Context: an optimization exercise on an open-source flow, tuned for small area. The choices shown serve that exercise and are no tape-out recipe.
The RTL was checked by simulation tests, not by an equivalence proof against the original design.
Power and IR drop assume default switching activity.

==> flow/config.mk <==
export PLATFORM = sky130hd
export DESIGN_NAME = adder_tree
export DESIGN_NICKNAME = adder_tree
export VERILOG_FILES = /design/flow/design.v
export SDC_FILE = /design/flow/constraint.sdc
export NUM_CORES = 4
export LEC_CHECK = 0
export CAP_MARGIN = 20
export CORE_MARGIN = 2
export CORE_UTILIZATION = 40
export SLEW_MARGIN = 20
==> flow/run.sh <==
#!/bin/bash
# synth_recipe.tcl (not shown) runs the flow's synth.tcl, then flattens the netlist and writes it again
# the make line also repeats each setting of config.mk as NAME=value (left out here)
make -C /OpenROAD-flow-scripts/flow DESIGN_CONFIG=/design/flow/config.mk WORK_HOME=/design/flow/orfs CLKGATE_MAP_FILE= SYNTH_SCRIPT=/design/flow/synth_recipe.tcl finish
==> flow/constraint.sdc <==
create_clock -name core_clock -period 3.7 [get_ports {clk}]
set_input_delay 0.7400 -clock core_clock [delete_from_list [all_inputs] [get_ports {clk}]]
set_output_delay 0.7400 -clock core_clock [all_outputs]
set_load 0.01 [all_outputs]
==> flow/design.v <==
module adder_tree #(
    parameter DATA_I_W      = 8,
    parameter DATA_NUM      = 16,
    parameter C_DATA_O_W    = DATA_I_W + $clog2(DATA_NUM)
    )(
    input   clk,
    input   rst_n,
    input   [DATA_I_W * DATA_NUM    -1 : 0] s_axis_din_data,
    input                                   s_axis_din_valid,
    output                                  s_axis_din_ready,
    output  [C_DATA_O_W             -1 : 0] m_axis_dout_data,
    output                                  m_axis_dout_valid,
    input                                   m_axis_dout_ready
    );
    localparam PIPE_NUM = C_DATA_O_W - DATA_I_W;
    reg     [PIPE_NUM  -1 : 0] valid_r;
    wire    has_workload = (|valid_r) || s_axis_din_valid;
    wire    stall = m_axis_dout_valid && !m_axis_dout_ready;
    always @ (posedge clk) begin
        if (~rst_n) begin
            valid_r <= {PIPE_NUM{1'b0}};
        end
        else if (!stall && has_workload) begin
            valid_r <= {valid_r[PIPE_NUM -2 : 0], s_axis_din_valid};
        end
    end
    assign  s_axis_din_ready = !stall;
    assign  m_axis_dout_valid = valid_r[PIPE_NUM - 1];
    wire    [C_DATA_O_W * (DATA_NUM * 2 - 1)    -1 : 0] internal_res;
    genvar i;
    generate
        for (i = 0; i < DATA_NUM - 1; i = i + 1) begin: ADDER_ARRAY
            reg     [C_DATA_O_W -1 : 0] sum_r;
            wire    [C_DATA_O_W -1 : 0] op1, op2;
            assign  internal_res[C_DATA_O_W * (i + 1) -1 -: C_DATA_O_W] = sum_r;
            assign  op1 = internal_res[C_DATA_O_W * (i * 2 + 2) -1 -: C_DATA_O_W];
            assign  op2 = internal_res[C_DATA_O_W * (i * 2 + 3) -1 -: C_DATA_O_W];
            always @ (posedge clk) begin
                if (!stall && has_workload) begin
                    sum_r <= op1 + op2;
                end
            end
        end: ADDER_ARRAY
        for (i = 0; i < DATA_NUM; i = i + 1) begin: INPUT_ARRAY
            wire    sign;
            assign  sign = s_axis_din_data[(i + 1) * DATA_I_W - 1];
            assign  internal_res[C_DATA_O_W * (DATA_NUM + i) -1 -: C_DATA_O_W] = {
                {(C_DATA_O_W - DATA_I_W){sign}},     
                s_axis_din_data[(i + 1) * DATA_I_W - 1 -: DATA_I_W]
            };
        end: INPUT_ARRAY
    endgenerate
    assign  m_axis_dout_data = internal_res[C_DATA_O_W  -1 : 0];
endmodule
==> flow_metrics.py <==
metrics = {
    "worst_setup_path": {
        "crit_arrival_ps": 1980,
        "criticalPathCategory": "in -> out",
        "cp_max_fo": 6,
        "end_kind": "primary output",
        "cp_num_cells": 4,
        "cp.required_ps": 2960,
        "path_cells": "clkdlybuf4s50_1 -> nor2b_4 -> inv_1 -> clkdlybuf4s50_1",
        "crit_buf_inv": 3,
        "r2r-start": "ADDER_ARRAY[5].sum_r[0]$_DFFE_PP_",
        "cp_top_family": "buffers and inverters",
        "max_stage_delay_ps": 490,
        "r2r_cells": 7,
        "worstSetupStartpoint": "m_axis_dout_ready",
        "cp-start-kind": "input pin",
        "crit_top_cell": "clkdlybuf4s50_1",
        "cp_slowest_cell": "clkdlybuf4s50_1",
    },
    "power": {
        "p_sw_w": 0.00302,
        "clkPwrFrac_pct": 21.4,
        "p_comb_share_pct": 43.5,
        "switching_share_pct": 33.0,
        "power.density_nw_per_um2": 719,
        "pwr-share-seq_pct": 35.1,
        "vdd_drop_max_mv": 0.417,
        "p_leak_nw": 5.00,
        "p_int_w": 0.00612,
        "p_total_w": 0.00914,
    },
    "final_layout": {
        "fin_util_pct": 50.9,
        "area_growth_pct": 26.4,
        "drive_above_1_share_pct": 5.37,
        "n_antenna_cell": 0,
        "multi_input_area_um2": 5240,
        "fin_nets": 1291,
        "seqCellArea_um2": 4760,
        "fill_cells": 2227,
    },
    "floorplanning": {
        "initial_core_util_pct": 40.3,
        "die_area_um2": 26400,
        "chipWidth_um": 163,
        "die_h_um": 163,
        "fp-row-count": 58,
        "io_pins": 146,
        "core_um2": 25000,
    },
    "min_path": {
        "hold_start": "valid_r[0]$_SDFFE_PN0P_",
        "hold_path.class": "reg -> reg",
        "whs_path_depth": 2,
    },
    "detailed_routing": {
        "antenna_left": 0,
        "drtIter0Drc": 320,
        "drcViolationCount": 0,
        "routedWlPerCell_um": 13.3,
        "first_pass_iters": 5,
        "vias_per_cell": 5.03,
        "vias": 6808,
        "wirelength_um": 18000,
    },
    "synth": {
        "synthFlopType": "edfxtp_1",
        "synth_cells": 842,
        "synth_warnings": 1,
        "yosysMostFrequentCell": "edfxtp_1",
        "synth_common_cells": "156 x edfxtp_1, 133 x ha_1, 63 x xnor2_1",
        "synthTopCellsByArea": "edfxtp_1 47%, ha_1 17%, xnor2_1 5.5%, xor2_1 3.2%, a21oi_1 3.0%",
        "syn_avg_cell_area_um2": 11.9,
        "synth-seq-cells": 160,
        "synth_cell_types": 42,
        "synth_edf_count": 156,
        "synth_top_cell_by_area": "edfxtp_1",
        "async_flop_share_pct": 0,
        "yosysSeqAreaShare_pct": 47.4,
        "synth_top_area_share_pct": 46.6,
        "syn_area_um2": 10100,
        "syn-num-nets": 1122,
    },
    "global_route": {
        "grt_max_degree": 39,
        "grt_pass1_vias": 6607,
        "grt_first_pass_wirelength_um": 30400,
        "antenna_found_initial": 0,
        "grt_usage_pct": 14.4,
        "grt_overflow": 0,
    },
    "cts": {
        "cts_buffer_depth": 2,
        "cts_sinks": 160,
        "post_cts_buffers": 0,
        "postCtsHoldBufs": 0,
        "clkTransAtPathRegs_ps": 60,
        "cts_tree": "done",
        "cts_made_buffers": 17,
        "htreeDepth": 4,
        "root_buffer": "clkbuf_16",
        "clock_latency_ps": 420,
        "cts-resized-gates": 0,
    },
    "run": {
        "maxCapViolCount": 0,
    },
    "place": {
        "io_buffers": 145,
        "hpwl_um": 14200,
        "gp_congestion": 0.794,
    },
    "run_status": {
        "status": "timing/DRC/antenna clean",
    },
    "timing": {
        "fmax_ghz": 0.368,
        "period_needed_ps": 2720,
        "drv_slew": 0,
        "skew_ps": 7.66,
        "slew_headroom_pct": 43.0,
        "min_period_over_period_pct": 73.5,
        "worstMarginPinSlew_ps": 852,
        "rsz0062_at_grt": "no",
        "hold_viol": 0,
        "worst_hold_slack_ps": 486,
        "setup_viol": 0,
    },
}
worst register-to-register path: stages (launching register included):
cell and delay, ps:
edfxtp_1 360, ha_1 230, fa_1 430, a211oi_1 350, o21bai_1 160, a2111oi_0 460
nor3_1 130, xor2_1 160
power groups by stage:
stage	Clock, W	Combinational (W)	Sequential (W)
floorplan	0	0.00297	0.00318
global placement	0	0.00392	0.00325
detailed placement	0	0.00395	0.00325
CTS	0.00200	0.00399	0.00322
global route	0.00208	0.00449	0.00327
finish	0.00196	0.00397	0.00320
through the flow:
stage / instances / cell area (µm²) / TNS [ps] / setup slack, ps
3_3_place_gp: 1322 / 12000 / 0 / 739
4_1_cts: 1354 / 12700 / 0 / 961
2_1_floorplan: 842 / 10100 / -11310 / -72.5
3_5_place_dp: 1322 / 12000 / 0 / 709
6_report: 1354 / 12700 / 0 / 982
5_1_grt: 1354 / 12700 / 0 / 943
kinds of logic (layout without fill, tap and decap cells):
kind of cell,Yosys count,in the layout,synth area share (%)
and+or+nand+nor,204,204,9.59
adders and majority gates,148,148,19.5
xor gates and xnor gates,100,100,8.71
DFF,160,160,47.4
AOI/OAI and AO/OA,209,209,14.0
buffers and inverters,21,203,0.784
layout by cell type, fill, tap and decap left out, types with 8 or more instances in the layout:
master,count
nand2_1,49
xor2_1,37
o21ai_0,37
nor3_1,25
clkbuf_16,17
a21o_1,23
nand3_1,26
nor2b_1,9
ha_1,133
inv_1,19
fa_1,15
a211oi_1,9
o21bai_1,16
o21a_1,17
a21oi_1,59
and3_1,8
edfxtp_1,156
clkdlybuf4s50_1,145
nor2_1,53
xnor2_1,63
nand4_1,12
routing by layer:
metal  track usage (%)  wire, µm  up-vias
met2              22.7      8210      121
met4              3.62       131        0
met1              20.0      8960     3126
met3              3.46       689        9
met5                 0         0        -
li1                  -         -     3552
flip-flops by register name, indices dropped and copies added (netlist names):
| register | cells |
|---|---|
| ADDER_ARRAY.sum_r | 156 |
| valid_r | 4 |
layout make-up:
class	count	share of cell area, %
inverter	19	0.561
tap	330	3.25
timing repair buffer	152	12.2
clock inverter	15	1.90
sequential	160	37.5
multi-input combinational	661	41.2
clock buffer	17	3.35
worst paths after layout:
path	end	slack [ps]
worst max-delay path	s_axis_din_ready	980
worst min register to register	valid_r[0]$_SDFFE_PN0P_	490
worst max register to register	ADDER_ARRAY[2].sum_r[8]$_DFFE_PP_	1160
worst min-delay path	valid_r[0]$_SDFFE_PN0P_	490

[re-timing with driven ports]
How much do the figures lean on ideal ports? The routed layout below was timed once more, with nothing changed but the port constraints. Step 1 sets driving cells, clkbuf_16 on the clock port and buf_2 on the other inputs (assumed; they add their load-dependent delay and slew). Step 2 times the ports against the registers' clock, not the clock port: input delays grow and output delays shrink by t, the midpoint of the rising clock arrivals with the driver on. Three values: ideal ports, drivers, drivers and shift; two values: the first two.
t (ns): 0.461
slack for setup (ns): 0.982 / 0.962 / 0.690
worst slew at a driven data input, ns: 0.04
After both steps setup and hold are still met in this run. For this run, drivers alone change the setup slack by -0.020 ns; drivers and shift together by -0.292 ns.
